What follows belongs to an exercise in optimizing a design on an open flow for small area and a short achievable clock period; a production flow would make more cautious choices.
In this exercise RTL edits were held to simulation tests only and were not proved equivalent to the original.

== P ==
// fp_mac
module fp_mac (
    input  wire        clk,
    input  wire [31:0] a,
    input  wire [31:0] b,
    input  wire        en_mult,
    input  wire        en_accuml,
    input  wire        rst_accuml,
    output reg  [31:0] acc_out
);
==> module fp_mac_core, before the edit <==
module fp_mac_core (
    input  wire [31:0] a,
    input  wire [31:0] b,
    input  wire        en_mult,
    input  wire [31:0] s,
    output wire [31:0] res
);
wire [7:0]  ea = a[30:23];
wire [7:0]  eb = b[30:23];
wire        a_spec = &ea;
wire        b_spec = &eb;
wire        p_zero = ~en_mult | (~|a[30:0]) | (~|b[30:0]);
wire        p_pass = ~en_mult | a_spec | b_spec | p_zero;
wire [31:0] p_fix  = (~en_mult) ? 32'd0 : a_spec ? a : b_spec ? b : 32'd0;
wire [47:0] ps, pc;
booth_csa mul (.x({1'b1, a[22:0]}), .y({1'b1, b[22:0]}), .ps(ps), .pc(pc));
function [4:0] tz23;
    input [22:0] v;
    integer k;
    begin
        tz23 = 5'd23;
        for (k = 22; k >= 0; k = k - 1)
            if (v[k]) tz23 = k[4:0];
    end
endfunction
wire [5:0]  tzs = {1'b0, tz23(a[22:0])} + {1'b0, tz23(b[22:0])};
wire        st1 = tzs <= 6'd22;       
wire        st0 = tzs <= 6'd21;       
wire        m47r;
wire [22:0] man;
mul_round rnd (.ps(ps), .pc(pc), .st1(st1), .st0(st0), .m47(m47r), .man(man));
wire        m47 = m47r & ~p_pass;
wire [7:0]  pe0 = ea + eb - 8'd127;
wire [7:0]  ye0 = p_pass ? p_fix[30:23] : pe0;
wire [22:0] ym  = p_pass ? p_fix[22:0] : man;
wire        sy  = p_pass ? p_fix[31] : a[31] ^ b[31];
wire [7:0]  xe = s[30:23];
wire        sx = s[31];
wire        eop = sx ^ sy;
wire [8:0]  dxa = {1'b0, xe} - {1'b0, ye0};
wire [8:0]  dya = {1'b0, ye0} - {1'b0, xe};
wire [7:0]  ye1 = ye0 + 8'd1;
wire [8:0]  dxb = {1'b0, xe} - {1'b0, ye1};
wire [8:0]  dyb = {1'b0, ye1} - {1'b0, xe};
wire [7:0]  ye  = m47 ? ye1 : ye0;
wire        eswap = m47 ? dxb[8] : dxa[8];                   
wire [7:0]  ad    = m47 ? (dxb[8] ? dyb[7:0] : dxb[7:0])
                        : (dxa[8] ? dya[7:0] : dxa[7:0]);    
wire        ad0   = ad == 8'd0;
wire        ad1   = ad == 8'd1;
wire [7:0]  le    = eswap ? ye : xe;
wire [31:0] y = {sy, ye, ym};
wire        bothzero = (~|s[30:0]) & (~|y[30:0]);
wire [23:0] xm = {1'b1, s[22:0]};
wire [23:0] ymf = {1'b1, ym};
function [24:0] add24;
    input [23:0] a;
    input [23:0] b;
    input        cin;
    reg   [23:0] g, p, t;
    integer l, k, j;
    begin
        g = a & b;
        p = a ^ b;
        t = p;
        g[0] = g[0] | (p[0] & cin);
        for (l = 1; l < 32; l = l * 2)
            for (k = 0; k < 24; k = k + 1)
                if ((k / l) % 2 == 1) begin
                    j = (k / l) * l - 1;
                    g[k] = g[k] | (t[k] & g[j]);
                    t[k] = t[k] & t[j];
                end
        add24 = {g[23], p ^ {g[22:0], cin}};
    end
endfunction
function [4:0] lzc32;
    input [31:0] v;
    reg   [7:0]  z4;
    reg   [15:0] c4;
    reg   [3:0]  z8;
    reg   [11:0] c8;
    reg   [1:0]  z16;
    reg   [7:0]  c16;
    integer k;
    begin
        for (k = 0; k < 8; k = k + 1) begin
            z4[k] = ~|v[4*k +: 4];
            c4[2*k +: 2] = v[4*k+3] ? 2'd0 : v[4*k+2] ? 2'd1 : v[4*k+1] ? 2'd2 : 2'd3;
        end
        for (k = 0; k < 4; k = k + 1) begin
            z8[k] = z4[2*k+1] & z4[2*k];
            c8[3*k +: 3] = z4[2*k+1] ? {1'b1, c4[4*k +: 2]} : {1'b0, c4[4*k+2 +: 2]};
        end
        for (k = 0; k < 2; k = k + 1) begin
            z16[k] = z8[2*k+1] & z8[2*k];
            c16[4*k +: 4] = z8[2*k+1] ? {1'b1, c8[6*k +: 3]} : {1'b0, c8[6*k+3 +: 3]};
        end
        lzc32 = z16[1] ? {1'b1, c16[3:0]} : {1'b0, c16[7:4]};
    end
endfunction
wire [23:0] lm = eswap ? ymf : xm;
wire [23:0] sm = eswap ? xm : ymf;
wire [23:0] sr = (ad >= 8'd24) ? 24'd0 : (sm >> ad[4:0]);
wire [24:0] as = add24(lm, sr ^ {24{eop}}, eop);
wire [24:0] fsum = {as[24] & ~eop, as[23:0]};
wire [22:0] f_man = fsum[24] ? fsum[23:1] : fsum[23] ? fsum[22:0] : {fsum[21:0], 1'b0};
wire [7:0]  f_exp = fsum[24] ? le + 8'd1 : fsum[23] ? le : le - 8'd1;
wire        f_sign = eswap ? sy : sx;
wire [23:0] nb = ad0 ? sm : {1'b0, sm[23:1]};
wire [24:0] nd1 = add24(lm, ~nb, 1'b1);
wire [24:0] nd2 = add24(nb, ~lm, 1'b1);
wire [24:0] nas = {nd1[24], nd1[24] ? nd1[23:0] : nd2[23:0]};
wire [23:0] nd = nas[23:0];
wire [4:0]  nlz = lzc32({nd, 8'hFF});
wire [23:0] nsh16 = nlz[4] ? {nd[7:0], 16'd0} : nd;
wire [23:0] nsh8  = nlz[3] ? {nsh16[15:0], 8'd0} : nsh16;
wire [23:0] nsh4  = nlz[2] ? {nsh8[19:0], 4'd0} : nsh8;
wire [23:0] nsh2  = nlz[1] ? {nsh4[21:0], 2'd0} : nsh4;
wire [23:0] nsh   = nlz[0] ? {nsh2[22:0], 1'd0} : nsh2;
wire [22:0] n_man = nsh[22:0];
wire        nzero = ~|nd;
wire [7:0]  le16   = le - 8'd16;
wire [3:0]  leh1   = le[7:4] - 4'd1;
wire [3:0]  le16h1 = le16[7:4] - 4'd1;
wire [4:0]  nel    = {1'b1, nlz[4] ? le16[3:0] : le[3:0]} - {1'b0, nlz[3:0]};
wire [3:0]  neh    = nlz[4] ? (nel[4] ? le16[7:4] : le16h1) : (nel[4] ? le[7:4] : leh1);
wire [7:0]  n_exp  = nzero ? 8'd0 : {neh, nel[3:0]};
wire        n_sign = nzero ? 1'b0 : nas[24] ? f_sign : ~f_sign;
wire        near = eop & (ad0 | ad1);
assign res = bothzero ? {sx & sy, 31'd0}
           : near     ? {n_sign, n_exp, n_man}
           :            {f_sign, f_exp, f_man};
endmodule
export LEC_CHECK = 0
export CAP_MARGIN = 20
export CORE_MARGIN = 2
export CORE_UTILIZATION = 40
export PLACE_DENSITY = 0.6
export SETUP_SLACK_MARGIN = 5
export SLEW_MARGIN = 20
export SYNTH_HIERARCHICAL = 1
create_clock -name core_clock -period 25.0 [get_ports {clk}]
run.sh (not shown) runs the stock make flow with config.mk's settings and CLKGATE_MAP_FILE= SYNTH_SCRIPT=/design/flow/synth_recipe.tcl, a recipe that flattens the netlist after the stock synthesis.
P: flow completed, timing, DRC and antenna clean
The inputs of Q differ from those of P as listed below.
--- a/flow/design.v
+++ b/flow/design.v
@@ -1767,4 +1767,29 @@
     end
 endfunction
+function [24:0] addsub24;
+    input [23:0] a;
+    input [23:0] b;
+    input        sub;
+    reg   [23:0] bb, g, p, t, gg;
+    reg          co, ci;
+    integer l, k, j;
+    begin
+        bb = b ^ {24{sub}};
+        g = a & bb;
+        p = a ^ bb;
+        t = p;
+        gg = g;
+        for (l = 1; l < 32; l = l * 2)
+            for (k = 0; k < 24; k = k + 1)
+                if ((k / l) % 2 == 1) begin
+                    j = (k / l) * l - 1;
+                    gg[k] = gg[k] | (t[k] & gg[j]);
+                    t[k] = t[k] & t[j];
+                end
+        co = gg[23];
+        ci = sub & co;
+        addsub24 = {co, (p ^ ({gg[22:0], 1'b0} | ({t[22:0], 1'b1} & {24{ci}}))) ^ {24{sub & ~co}}};
+    end
+endfunction
 function [4:0] lzc32;
     input [31:0] v;
@@ -1801,7 +1826,5 @@
 wire        f_sign = eswap ? sy : sx;
 wire [23:0] nb = ad0 ? sm : {1'b0, sm[23:1]};
-wire [24:0] nd1 = add24(lm, ~nb, 1'b1);
-wire [24:0] nd2 = add24(nb, ~lm, 1'b1);
-wire [24:0] nas = {nd1[24], nd1[24] ? nd1[23:0] : nd2[23:0]};
+wire [24:0] nas = addsub24(lm, nb, 1'b1);
 wire [23:0] nd = nas[23:0];
 wire [4:0]  nlz = lzc32({nd, 8'hFF});
The final layouts of P and Q pass the timing, design-rule and antenna checks.
Diff P -> Q: layout overhead on the synthesized area now sits lower; maximum frequency now sits at about the same level; area occupied by multi-input gates now sits lower.
The end point of the critical path comes out acc_out[30]$_DFFE_PP_ in one run and acc_out[29]$_DFFE_PP_ in the other, namely in P and Q respectively.
Summary of Q over P: number of diodes added for antenna fixing increased by 3 relative to the old numbers; clock-buffer cell count now sits higher.

Setup of lane 1:
fp_mac, a different RTL version from the one above (not shown whole).
For scale: about 3,500 cells after synthesis, about 100 I/O pins, roughly 29,000 sq um of cells after synthesis.
==> module fp_mac_core, before the edit <==
module fp_mac_core (
    input  wire [31:0] a,
    input  wire [31:0] b,
    input  wire        en_mult,
    input  wire [31:0] s,
    output wire [31:0] res
);
wire [7:0]  ea = a[30:23];
wire [7:0]  eb = b[30:23];
wire        a_spec = &ea;
wire        b_spec = &eb;
wire        p_zero = ~en_mult | (~|a[30:0]) | (~|b[30:0]);
wire        p_pass = ~en_mult | a_spec | b_spec | p_zero;
wire [31:0] p_fix  = (~en_mult) ? 32'd0 : a_spec ? a : b_spec ? b : 32'd0;
wire [47:0] ps, pc;
booth_csa mul (.x({1'b1, a[22:0]}), .y({1'b1, b[22:0]}), .ps(ps), .pc(pc));
function [4:0] tz23;
    input [22:0] v;
    integer k;
    begin
        tz23 = 5'd23;
        for (k = 22; k >= 0; k = k - 1)
            if (v[k]) tz23 = k[4:0];
    end
endfunction
wire [5:0]  tzs = {1'b0, tz23(a[22:0])} + {1'b0, tz23(b[22:0])};
wire        st1 = tzs <= 6'd22;       
wire        st0 = tzs <= 6'd21;       
wire        m47r;
wire [22:0] man;
mul_round rnd (.ps(ps), .pc(pc), .st1(st1), .st0(st0), .m47(m47r), .man(man));
wire        m47 = m47r & ~p_pass;
wire [7:0]  pe0 = ea + eb - 8'd127;
wire [7:0]  ye0 = p_pass ? p_fix[30:23] : pe0;
wire [22:0] ym  = p_pass ? p_fix[22:0] : man;
wire        sy  = p_pass ? p_fix[31] : a[31] ^ b[31];
wire [7:0]  xe = s[30:23];
wire        sx = s[31];
wire        eop = sx ^ sy;
wire [8:0]  dxa = {1'b0, xe} - {1'b0, ye0};
wire [8:0]  dya = {1'b0, ye0} - {1'b0, xe};
wire [7:0]  ye1 = ye0 + 8'd1;
wire [8:0]  dxb = {1'b0, xe} - {1'b0, ye1};
wire [8:0]  dyb = {1'b0, ye1} - {1'b0, xe};
wire [7:0]  ye  = m47 ? ye1 : ye0;
wire        eswap = m47 ? dxb[8] : dxa[8];                   
wire [7:0]  ad    = m47 ? (dxb[8] ? dyb[7:0] : dxb[7:0])
                        : (dxa[8] ? dya[7:0] : dxa[7:0]);    
wire        ad0   = ad == 8'd0;
wire        ad1   = ad == 8'd1;
wire [7:0]  le    = eswap ? ye : xe;
wire [31:0] y = {sy, ye, ym};
wire        bothzero = (~|s[30:0]) & (~|y[30:0]);
wire [23:0] xm = {1'b1, s[22:0]};
wire [23:0] ymf = {1'b1, ym};
function [24:0] addsub24;
    input [23:0] a;
    input [23:0] b;
    input        sub;
    reg   [23:0] bb, g, p, t, gg;
    reg          co, ci;
    integer l, k, j;
    begin
        bb = b ^ {24{sub}};
        g = a & bb;
        p = a ^ bb;
        t = p;
        gg = g;
        for (l = 1; l < 32; l = l * 2)
            for (k = 0; k < 24; k = k + 1)
                if ((k / l) % 2 == 1) begin
                    j = (k / l) * l - 1;
                    gg[k] = gg[k] | (t[k] & gg[j]);
                    t[k] = t[k] & t[j];
                end
        co = gg[23];
        ci = sub & co;
        addsub24 = {co, (p ^ ({gg[22:0], 1'b0} | ({t[22:0], 1'b1} & {24{ci}}))) ^ {24{sub & ~co}}};
    end
endfunction
function [7:0] sub8;
    input [7:0] a;
    input [7:0] b;
    reg   [7:0] g, p, t;
    integer l, k, j;
    begin
        g = a & ~b;
        p = a ^ ~b;
        t = p;
        g[0] = g[0] | p[0];           
        for (l = 1; l < 8; l = l * 2)
            for (k = 0; k < 8; k = k + 1)
                if ((k / l) % 2 == 1) begin
                    j = (k / l) * l - 1;
                    g[k] = g[k] | (t[k] & g[j]);
                    t[k] = t[k] & t[j];
                end
        sub8 = p ^ {g[6:0], 1'b1};
    end
endfunction
function [4:0] lzc32;
    input [31:0] v;
    reg   [7:0]  z4;
    reg   [15:0] c4;
    reg   [3:0]  z8;
    reg   [11:0] c8;
    reg   [1:0]  z16;
    reg   [7:0]  c16;
    integer k;
    begin
        for (k = 0; k < 8; k = k + 1) begin
            z4[k] = ~|v[4*k +: 4];
            c4[2*k +: 2] = v[4*k+3] ? 2'd0 : v[4*k+2] ? 2'd1 : v[4*k+1] ? 2'd2 : 2'd3;
        end
        for (k = 0; k < 4; k = k + 1) begin
            z8[k] = z4[2*k+1] & z4[2*k];
            c8[3*k +: 3] = z4[2*k+1] ? {1'b1, c4[4*k +: 2]} : {1'b0, c4[4*k+2 +: 2]};
        end
        for (k = 0; k < 2; k = k + 1) begin
            z16[k] = z8[2*k+1] & z8[2*k];
            c16[4*k +: 4] = z8[2*k+1] ? {1'b1, c8[6*k +: 3]} : {1'b0, c8[6*k+3 +: 3]};
        end
        lzc32 = z16[1] ? {1'b1, c16[3:0]} : {1'b0, c16[7:4]};
    end
endfunction
wire [23:0] lm = eswap ? ymf : xm;
wire [23:0] sm = eswap ? xm : ymf;
wire [23:0] sr = (ad >= 8'd24) ? 24'd0 : (sm >> ad[4:0]);
wire [24:0] as = addsub24(lm, sr, eop);
wire [24:0] fsum = {as[24] & ~eop, as[23:0]};
wire [22:0] f_man = fsum[24] ? fsum[23:1] : fsum[23] ? fsum[22:0] : {fsum[21:0], 1'b0};
wire [7:0]  f_exp = fsum[24] ? le + 8'd1 : fsum[23] ? le : le - 8'd1;
wire        f_sign = eswap ? sy : sx;
wire [23:0] nd = as[23:0];
wire [4:0]  nlz = lzc32({nd, 8'hFF});
wire [23:0] nsh16 = nlz[4] ? {nd[7:0], 16'd0} : nd;
wire [23:0] nsh8  = nlz[3] ? {nsh16[15:0], 8'd0} : nsh16;
wire [23:0] nsh4  = nlz[2] ? {nsh8[19:0], 4'd0} : nsh8;
wire [23:0] nsh2  = nlz[1] ? {nsh4[21:0], 2'd0} : nsh4;
wire [23:0] nsh   = nlz[0] ? {nsh2[22:0], 1'd0} : nsh2;
wire [22:0] n_man = nsh[22:0];
wire        nzero = ~|nd;
wire [7:0]  n_exp = nzero ? 8'd0 : sub8(le, {3'd0, nlz});
wire        n_sign = nzero ? 1'b0 : as[24] ? f_sign : ~f_sign;
wire        near = eop & (ad0 | ad1);
assign res = bothzero ? {sx & sy, 31'd0}
           : near     ? {n_sign, n_exp, n_man}
           :            {f_sign, f_exp, f_man};
endmodule
export LEC_CHECK = 0
export CAP_MARGIN = 20
export CORE_MARGIN = 2
export CORE_UTILIZATION = 40
export PLACE_DENSITY = 0.6
export SETUP_SLACK_MARGIN = 5
export SLEW_MARGIN = 20
export SYNTH_HIERARCHICAL = 1
create_clock -name core_clock -period 25.0 [get_ports {clk}]
What lane 2 does differently from lane 1 at the input level:
diff --git a/flow/design.v b/flow/design.v
--- a/flow/design.v
+++ b/flow/design.v
@@ -1824,5 +1824,7 @@
 wire [7:0]  f_exp = fsum[24] ? le + 8'd1 : fsum[23] ? le : le - 8'd1;
 wire        f_sign = eswap ? sy : sx;
-wire [23:0] nd = as[23:0];
+wire [23:0] nb = ad0 ? sm : {1'b0, sm[23:1]};
+wire [24:0] nas = addsub24(lm, nb, 1'b1);
+wire [23:0] nd = nas[23:0];
 wire [4:0]  nlz = lzc32({nd, 8'hFF});
 wire [23:0] nsh16 = nlz[4] ? {nd[7:0], 16'd0} : nd;
@@ -1834,5 +1836,5 @@
 wire        nzero = ~|nd;
 wire [7:0]  n_exp = nzero ? 8'd0 : sub8(le, {3'd0, nlz});
-wire        n_sign = nzero ? 1'b0 : as[24] ? f_sign : ~f_sign;
+wire        n_sign = nzero ? 1'b0 : nas[24] ? f_sign : ~f_sign;
 wire        near = eop & (ad0 | ad1);
 assign res = bothzero ? {sx & sy, 31'd0}
==> comparison <==
Delta(post-synthesis adder-cell area fraction, lane 2 - lane 1) > 0
[compare] base=lane 1 new=lane 2: sequential share of layout area moved up.
Delta (lane 2 minus lane 1): final area now sits lower, worst slack on hold paths now sits higher, synthesized instance count picked up an extra 123.
Lane 1 vs lane 2, launching element of the worst setup path: b[16] vs a[18]
Global routing's busiest layer = met1: lane 1; global routing's busiest layer = met2: lane 2

separate check: timing with driven ports:
No port has a modelled driver above. Below, the same layouts with a new extraction and two added sets of constraints.
Step 1 assumes that a clkbuf_16 drives the clock port and a buf_2 every other input.
Step 2 also shifts input and output timing later by t, the mid clock arrival at the registers, as if the neighbouring blocks saw the same clock.
Slacks: no drivers / after step 1 / after step 2; pairs: no drivers / after step 1.
| run | t (ns) | slack for setup (ns) | worst setup path at the end | slew at the worst register clock pin (ns) |
|---|---|---|---|---|
| P | 0.360 | 5.415 / 5.424 / 5.064 | input to register | 0.05 / 0.05 |
| Q | 0.348 | 5.373 / 5.377 / 5.028 | input to register | 0.05 / 0.05 |
| lane 1 | 0.361 | 5.457 / 5.392 / 5.031 | input to register | 0.06 / 0.06 |
| lane 2 | 0.349 | 5.336 / 5.330 / 4.980 | input to register | 0.06 / 0.06 |
After both steps setup and hold are still met in every run listed. For lane 1, which loses most, drivers alone change the setup slack by -0.065 ns; drivers and shift together by -0.426 ns.
